Source: an optimization exercise on an open RTL-to-GDS flow (aim: small area). Production flows keep margins and buffers that such runs may drop. Only simulation tests tie the RTL to the original design; equivalence was not proved. Power and IR drop assume default switching activity.

==> module kcuart_rx, before the edit <==
module kcuart_rx (
  input            clk,
  input            gsr,
  input            serial_in,
  output reg [7:0] data_out,
  output           data_strobe,
  input            en_16_x_baud
);
  reg       sync_serial, stop_bit;
  reg [7:0] count;
  wire idle   = (count == 8'd1);
  wire sample = count[7] & (count[3:0] == 4'd0);
  assign data_strobe = (count == 8'd0);
  always @(posedge clk) begin
    sync_serial <= serial_in;
    stop_bit    <= gsr | sync_serial;
  end
  always @(posedge clk)
    if (gsr)
      count <= 8'd1;
    else if (data_strobe | (en_16_x_baud & ~idle))
      count <= count + 8'd1;
    else if (en_16_x_baud & ~stop_bit)
      count <= 8'd105;
  always @(posedge clk)
    if (en_16_x_baud & sample) data_out <= {stop_bit, data_out[7:1]};
endmodule
==> flow/config.mk <==
export PLATFORM = sky130hd
export DESIGN_NAME = uart
export DESIGN_NICKNAME = uart
export VERILOG_FILES = /design/flow/design.v
export SDC_FILE = /design/flow/constraint.sdc
export NUM_CORES = 8
export LEC_CHECK = 0
export CAP_MARGIN = 20
export CORE_MARGIN = 2
export CORE_UTILIZATION = 60
export PLACE_DENSITY = 0.8
export SLEW_MARGIN = 20
==> flow/constraint.sdc <==
create_clock -name core_clock -period 5.0 [get_ports {clk}]
set_input_delay 1.0000 -clock core_clock [delete_from_list [all_inputs] [get_ports {clk}]]
set_output_delay 1.0000 -clock core_clock [all_outputs]
set_load 0.01 [all_outputs]
standard.sh (not shown) runs the stock make flow with config.mk's settings and CLKGATE_MAP_FILE= SYNTH_SCRIPT=/design/flow/synth_recipe.tcl, a recipe that flattens the netlist after the stock synthesis.
==> flow/flow/run.sh <==
#!/bin/bash
# Own layout flow: the standard ORFS flow (same make targets, same config.mk and
# flow settings, same synthesis script and register mapping), with three changes:
#  1. ABC maps the combinational logic with the area-oriented script flow/area.abc
#     instead of ORFS's delay-oriented one (ORFS's synth.tcl is used otherwise unchanged);
#  2. clock tree synthesis gets explicit clustering settings and no dummy loads;
#  3. the port buffers that buffer_ports inserts are sky130_fd_sc_hd__buf_1.
# Each tool's output goes to orfs/logs (ORFS's own logs) and to make.log here.
set -euo pipefail
W=$(pwd)
if [ -f flow/params.sh ]; then source flow/params.sh; fi
export FLOW_OWN_ABC="$W/flow/area.abc"
export CTS_ARGS="${CTS_ARGS_OVERRIDE:--sink_clustering_enable -repair_clock_nets -sink_clustering_size ${CTS_SIZE:-20} -sink_clustering_max_diameter ${CTS_DIAM:-65} -buf_list sky130_fd_sc_hd__clkbuf_${CTS_BUF:-8} -dont_use_dummy_load}"
export BUFFER_PORTS_ARGS="-buffer_cell sky130_fd_sc_hd__buf_1"

# standard.sh's make command line, with our synthesis script in place of synth_recipe.tcl
cmd=$(grep '^make ' standard.sh)
cmd=${cmd//"SYNTH_SCRIPT=$W/synth_recipe.tcl"/"SYNTH_SCRIPT=$W/flow/synth.tcl"}
cmd=${cmd//'"${@:-finish}"'/finish}
echo "$cmd" > make_cmd.txt
eval "$cmd" > make.log 2>&1

results=$W/orfs/results/$FLOW_PLATFORM/uart/base
: # left out here: write the final layout as DEF
Other scripts of this flow, unchanged in this note and not shown: flow/flow/area.abc, flow/flow/params.sh, flow/flow/synth.tcl
Next try:
--- a/flow/design.v
+++ b/flow/design.v
@@ -128,26 +128,24 @@
   output reg [7:0] data_out,
   output           data_strobe,
   input            en_16_x_baud
 );
   reg       sync_serial, stop_bit;
   reg [7:0] count;
-  wire idle   = (count == 8'd1);
-  wire sample = count[7] & (count[3:0] == 4'd0);
-  assign data_strobe = (count == 8'd0);
+  wire idle   = (count == 8'd0);
+  wire sample = (count[3:0] == 4'd8) & (count[7:4] != 4'd0) & (count[7:4] <= 4'd8);
+  assign data_strobe = (count == 8'd152);
   always @(posedge clk) begin
     sync_serial <= serial_in;
     stop_bit    <= gsr | sync_serial;
   end
   always @(posedge clk)
-    if (gsr)
-      count <= 8'd1;
-    else if (data_strobe | (en_16_x_baud & ~idle))
+    if (gsr | data_strobe)
+      count <= 8'd0;
+    else if (en_16_x_baud & (~idle | ~stop_bit))
       count <= count + 8'd1;
-    else if (en_16_x_baud & ~stop_bit)
-      count <= 8'd105;
   always @(posedge clk)
     if (en_16_x_baud & sample) data_out <= {stop_bit, data_out[7:1]};
 endmodule
 module uart_tx (
   input  [7:0] data_in,
   input        write_buffer,
=> Via count went down by about 1.4%; wire length went down by about 1.6%; die area went down by about 0.3%; total power went down by about 3.3%; final area went down by 0.30%; combinational power went down by 46%.

afterwards: timing with drivers on the ports:
No port has a modelled driver above. Below, the same layouts with a new extraction and two added sets of constraints.
Step 1, drivers: a clkbuf_16 drives clk and a buf_2 each remaining input, both assumed.
Step 2 also shifts input and output timing later by t, the mid clock arrival at the registers, as if the neighbouring blocks saw the same clock.
Three values: ideal, step 1, step 2; two values: the first two.
run | shift t [ns] | setup slack, ns | clock arrival spread, ns | worst register clock-pin slew, ns
the first run | 0.550 | 2.225 / 2.201 / 2.027 | 0.024 / 0.024 | 0.12 / 0.12
the second run | 0.559 | 2.179 / 2.139 / 1.796 | 0.023 / 0.023 | 0.11 / 0.11
After both steps setup and hold are still met in every run listed. The setup slack of the second run, which loses most, moves by -0.040 ns with the drivers and by -0.383 ns with both steps.
